From an optimization exercise on the open Yosys and OpenROAD flow, aimed at small area, a short achievable clock period and few clock cycles per item; shortcuts taken in it are not production practice.
Function was checked by simulation only, so behaviour that the tests miss may differ from the original.

===== flow/constraint.sdc =====
create_clock -name core_clock -period 12.0 [get_ports {clk}]
set_input_delay 2.4000 -clock core_clock [delete_from_list [all_inputs] [get_ports {clk}]]
set_output_delay 2.4000 -clock core_clock [all_outputs]
set_load 0.01 [all_outputs]

===== flow/run.sh =====
#!/bin/bash
# synth_recipe.tcl (not shown) runs the flow's synth.tcl, then flattens the netlist and writes it again
# the make line also repeats each setting of config.mk as NAME=value (left out here)
make -C /OpenROAD-flow-scripts/flow DESIGN_CONFIG=/design/flow/config.mk WORK_HOME=/design/flow/orfs CLKGATE_MAP_FILE= SYNTH_SCRIPT=/design/flow/synth_recipe.tcl finish

===== flow/design.v =====
`timescale 1ns / 1ps
module alu_add_sub (
    input signed [31:0] a,
    input signed [31:0] b,
    input sub_ctrl,  
    output signed [31:0] out
);
    assign out = sub_ctrl ? (a - b) : (a + b);
endmodule
`timescale 1ns / 1ps
module comparator (
    input signed [31:0] t,
    input signed [31:0] a_limit,
    output out_bool
);
    assign out_bool = (t < a_limit);  
endmodule
`timescale 1ns / 1ps
module multiplier (
    input signed [31:0] a,
    input signed [31:0] b,
    output signed [31:0] out
);
    wire signed [63:0] prod = a * b;
    assign out = prod[47:16];  
endmodule
`timescale 1ns / 1ps
module vdp_controller (
    input clk, reset, start,
    output reg [2:0] state,
    output reg [1:0] mux_sel,
    output reg alu_sub,
    output reg done
);
    localparam IDLE=3'd0, S1=3'd1, S2=3'd2, S3=3'd3, S4=3'd4;
    always @(posedge clk) begin
        if (reset) begin
            state <= IDLE;
            done <= 0;
        end else begin
            case (state)
                IDLE: begin done <= 0; if (start) state <= S1; end
                S1: state <= S2;
                S2: state <= S3;
                S3: state <= S4;
                S4: begin done <= 1; state <= IDLE; end
                default: state <= IDLE;
            endcase
        end
    end
    always @(*) begin
        case (state)
            S1: begin mux_sel = 2'b00; alu_sub = 0; end  
            S2: begin mux_sel = 2'b01; alu_sub = 0; end  
            S3: begin mux_sel = 2'b10; alu_sub = 1; end  
            S4: begin mux_sel = 2'b11; alu_sub = 1; end  
            default: begin mux_sel = 2'b00; alu_sub = 0; end
        endcase
    end
endmodule
`timescale 1ns / 1ps
module vdp_top (
    input clk, reset, start,
    input signed [31:0] ext_mu, ext_dt, ext_a,
    output signed [31:0] x_out,
    output done
);
    reg signed [31:0] R1, R2, R3, R4, R5, R6, R7, R8;
    reg R9;
    wire [2:0] state;
    wire [1:0] mux_ctrl;
    wire sub_bit;
    wire signed [31:0] m1_out, m2_out, alu_out;
    wire c_out;
    reg signed [31:0] m1_a, m1_b, m2_a, m2_b, alu_a, alu_b;
    vdp_controller CU (clk, reset, start, state, mux_ctrl, sub_bit, done);
    multiplier M1 (m1_a, m1_b, m1_out);
    multiplier M2 (m2_a, m2_b, m2_out);
    alu_add_sub ALU (alu_a, alu_b, sub_bit, alu_out);
    comparator COM (R7, R8, c_out);
    always @(*) begin
        m1_a = 0; m1_b = 0; m2_a = 0; m2_b = 0; alu_a = 0; alu_b = 0;
        case (mux_ctrl)
            2'b00: begin  
                m1_a = R3; m1_b = R4;  
                m2_a = R4; m2_b = R6;  
                alu_a = R4; alu_b = R7;  
            end
            2'b01: begin  
                m1_a = R1; m1_b = R5;  
                m2_a = R5; m2_b = R2; 
                alu_a = R1; alu_b = R6;  
            end
            2'b10: begin alu_a = R1; alu_b = R3; end  
            2'b11: begin alu_a = R1; alu_b = R2; end  
            default: begin m1_a = 0; m1_b = 0; m2_a = 0; m2_b = 0; alu_a = 0; alu_b = 0; end
        endcase
    end
    always @(posedge clk) begin
        if (reset) begin
            R3 <= 0; R6 <= 32'h00010000; R7 <= 0;  
        end else if (start && state == 3'd0) begin
            R4 <= ext_dt; R5 <= ext_mu; R8 <= ext_a;  
        end else begin
            case (state)
                3'd1: begin R1 <= m1_out; R2 <= m2_out; R7 <= alu_out; R9 <= c_out; end
                3'd2: begin R1 <= m1_out; R2 <= m2_out; R6 <= alu_out; end
                3'd3: begin R1 <= alu_out; end
                3'd4: begin R3 <= alu_out; end
            endcase
        end
    end
    assign x_out = R6;
endmodule

===== flow/config.mk =====
export PLATFORM = sky130hd
export DESIGN_NAME = vdp_top
export DESIGN_NICKNAME = vdp_top
export VERILOG_FILES = /design/flow/design.v
export SDC_FILE = /design/flow/constraint.sdc
export NUM_CORES = 4
export LEC_CHECK = 0
export CAP_MARGIN = 20
export CORE_MARGIN = 2
export CORE_UTILIZATION = 40
export PLACE_DENSITY = 0.6
export SLEW_MARGIN = 20

==> impl_metrics.env <==
export IMPL_clockBufferDepth=3
export IMPL_cp_slowest_stage_delay_ns=0.84
export IMPL_grt_overflow_total=0
export IMPL_synth_area_leaders="fa_1 49%, inv_1 9.0%, nand2_1 7.7%, ha_1 6.6%, edfxtp_1 5.7%"
export IMPL_drt_iter0_drc=4408
export IMPL_cts_hold_buffers_added=0
export IMPL_die_w_um=416
export IMPL_drcViolationCount=0
export IMPL_place_inst=9820
export IMPL_grt_max_degree=115
export IMPL_start_util=0.402
export IMPL_htreeDepth=1
export IMPL_reg2reg_to="R2[31]$_DFFE_PP_"
export IMPL_layout_drive_gt1_share=0.0520
export IMPL_yosysTopAreaCell="fa_1"
export IMPL_cp_common_cell="fa_1"
export IMPL_finalNonFillerCells=9876
export IMPL_cts_tree="built"
export IMPL_fin_util=0.434
export IMPL_postCtsSetupBuffers=0
export IMPL_cts_sinks=228
export IMPL_vias_per_cell=5.41
export IMPL_hold_ws_ns=0.467
export IMPL_io_pins=132
export IMPL_period_share=0.885
export IMPL_wl_um=243000
export IMPL_via_count=53400
export IMPL_synthTopCellsByCount="1677 x fa_1, 1635 x inv_1, 1388 x nand2_1"
export IMPL_synthDominantCellAreaShare=0.494
export IMPL_worst_setup_path_end_kind="flop"
export IMPL_root_buffer="clkbuf_16"
export IMPL_core_region_area_um2=169000
export IMPL_ys_seq_elements=228
export IMPL_clock_fmax_mhz=94.2
export IMPL_hold_viol_final=0
export IMPL_final_cell_area_um2=73500
export IMPL_status="timing/DRC/antenna clean"
export IMPL_crit_path_start_kind="flop"
export IMPL_fillers=16600
export IMPL_crit_buf_inv=5
export IMPL_slew_headroom=0.194
export IMPL_place_area_um2=72500
export IMPL_die_height_um=416
export IMPL_finalSetupViolCount=0
export IMPL_grt_pass1_vias=57600
export IMPL_crit_type="reg2reg"
export IMPL_met2_length_um=111000
export IMPL_ys_warn_count=2
export IMPL_critical_path_arrival_ns=10.92
export IMPL_ant_nets=0
export IMPL_synthCells=7653
export IMPL_critPathTopFamily="adder cells"
export IMPL_hold_class="reg2reg"
export IMPL_multi_input_area_um2=54600
export IMPL_clock_skew_ns=0.0333
export IMPL_clkLatencyLatePin_ns=0.59
export IMPL_wl_met1_um=94800
export IMPL_path_max_fanout=61
export IMPL_fp_row_count=151
export IMPL_post_drt_wl_per_cell_um=24.6
export IMPL_clkSlewWorstSetupHoldPaths_ns=0.06
export IMPL_finalMaxSlewViolations=0
export IMPL_seq_area_um2=5850
export IMPL_finalWorstSetupSlack_ns=1.38
export IMPL_hpwlAfterDp_um=200000
export IMPL_place_congestion=1.02
export IMPL_grt_usage=0.286
export IMPL_antenna_found_initial=11
export IMPL_ys_seq_area_frac=0.0860
export IMPL_drv_cap=0
export IMPL_cp_endpoint="R2[31]$_DFFE_PP_"
export IMPL_layout_nets=9768
export IMPL_pre_cts_slack_ns=1.66
export IMPL_port_buffers=99
export IMPL_timing_rr_start="CU.state[0]$_SDFFE_PP0P_"
export IMPL_cts_buffers=27
export IMPL_critical_path_required_ns=12.31
export IMPL_async_flop_share=0
export IMPL_reg2regPathDepth=29
export IMPL_rsz0062_at_grt="false"
export IMPL_worstMarginPinSlew_ns=1.21
export IMPL_drt_pass1_iter_count=8
export IMPL_mappedNetlistArea_um2=68000
export IMPL_synth_cell_types=87
export IMPL_postSynthAreaPerCell_um2=8.89
export IMPL_cp_slowest_cell="dfxtp_2"
export IMPL_routed_top_layer="met5"
export IMPL_ys_flop_type="edfxtp_1"
export IMPL_yosysMostFrequentCell="fa_1"
export IMPL_setup_tns_ns=0
export IMPL_cts_resized=0
export IMPL_synth_edf_count=128
export IMPL_rrSetupSlack_ns=1.38
export IMPL_grt_first_pass_wirelength_um=367000
export IMPL_syn_nets=9787
export IMPL_die_area_um2=173000
export IMPL_syn_to_final_growth_pct=8.01
export IMPL_finalCriticalPeriod_ns=10.62
export IMPL_crit_start="CU.state[0]$_SDFFE_PP0P_"
export IMPL_met3_length_um=21400
export IMPL_cp_depth=29
[cells by family after synthesis]
kind of cell               Yosys count  synth area share
muxes                               46           0.00699
buffers and inverters             2040             0.114
and+or+nand+nor                   2443             0.142
DFF                                228            0.0860
xor gates and xnor gates           197            0.0255
adders and majority gates         2035             0.560
AOI/OAI and AO/OA                  664            0.0662
[registers in the layout, summed over array words and instances (netlist names)]
name,cells
R6,32
R7,32
CU.done,1
R1,32
R5,32
R4,32
CU.state,3
R2,32
R3,32
[worst reg2reg max path, delay by kind of cell (launching register included)]
kind | cells | cell delay [ns]
compound gates | 7 | 2.03
simple gates | 7 | 2.03
buf+inv | 5 | 1.01
flops | 1 | 0.84
xor+xnor | 1 | 0.11
fa+ha+maj | 9 | 4.30
[cell usage in the layout, fill, tap and decap left out, types with 71 or more instances in the layout]
cell type,instances
fa_1,1677
inv_1,1635
nand2_1,1375
nor2_1,888
ha_1,358
buf_4,234
a21oi_1,203
xnor2_1,146
edfxtp_1,128
dfxtp_1,99
clkdlybuf4s50_1,98
o21ai_0,71
[area by class of cell]
type | count | share of cell area
multi-input combinational | 5385 | 0.743
inverter | 1637 | 0.0836
sequential | 228 | 0.0796
timing repair buffer | 355 | 0.0432
tap | 2218 | 0.0378
clock buffer | 36 | 0.0106
clock inverter | 14 | 0.00184
antenna | 3 | 0.000102
[metal layers]
metal	up-vias	track usage
li1	22600	-
met1	27800	0.368
met2	2413	0.459
met3	528	0.0531
met4	8	0.153
met5	-	0
[worst min path at each step]
stage | from | endpoint | slack [ns] | cells past startpoint
after floorplan | R7[12]$_SDFFE_PP0P_ | R7[12]$_SDFFE_PP0P_ | 0.44 | 2
after global placement | R7[12]$_SDFFE_PP0P_ | R7[12]$_SDFFE_PP0P_ | 0.45 | 2
after detailed placement | R7[12]$_SDFFE_PP0P_ | R7[12]$_SDFFE_PP0P_ | 0.45 | 2
after CTS | R7[12]$_SDFFE_PP0P_ | R7[12]$_SDFFE_PP0P_ | 0.46 | 2
after global routing | R7[12]$_SDFFE_PP0P_ | R7[12]$_SDFFE_PP0P_ | 0.48 | 2
final | R7[12]$_SDFFE_PP0P_ | R7[12]$_SDFFE_PP0P_ | 0.47 | 2
Testbench counts, summed over its fixed seeds: cycles 16,008, items 3,200.

## what the ideal ports hide
Ports are ideal in the flow. The routed layout listed here was re-timed in OpenROAD.
Step 1 sets driving cells, clkbuf_16 on the clock port and buf_2 on the other inputs (assumed; they add their load-dependent delay and slew).
Step 2 times the ports against the registers' clock, not the clock port: input delays grow and output delays shrink by t, the midpoint of the rising clock arrivals with the driver on.
a / b / c = ideal ports / drivers / drivers and shift; a / b = the first two.
t (ns): 0.649
setup WS [ns]: 1.382 / 1.382 / 1.382
worst hold slack (ns): 0.467 / 0.467 / 0.467
worst slew at a driven data input, ns: 0.07
After both steps this run still meets setup and hold. For this run, drivers alone change the setup slack by 0.000 ns; drivers and shift together by 0.000 ns.
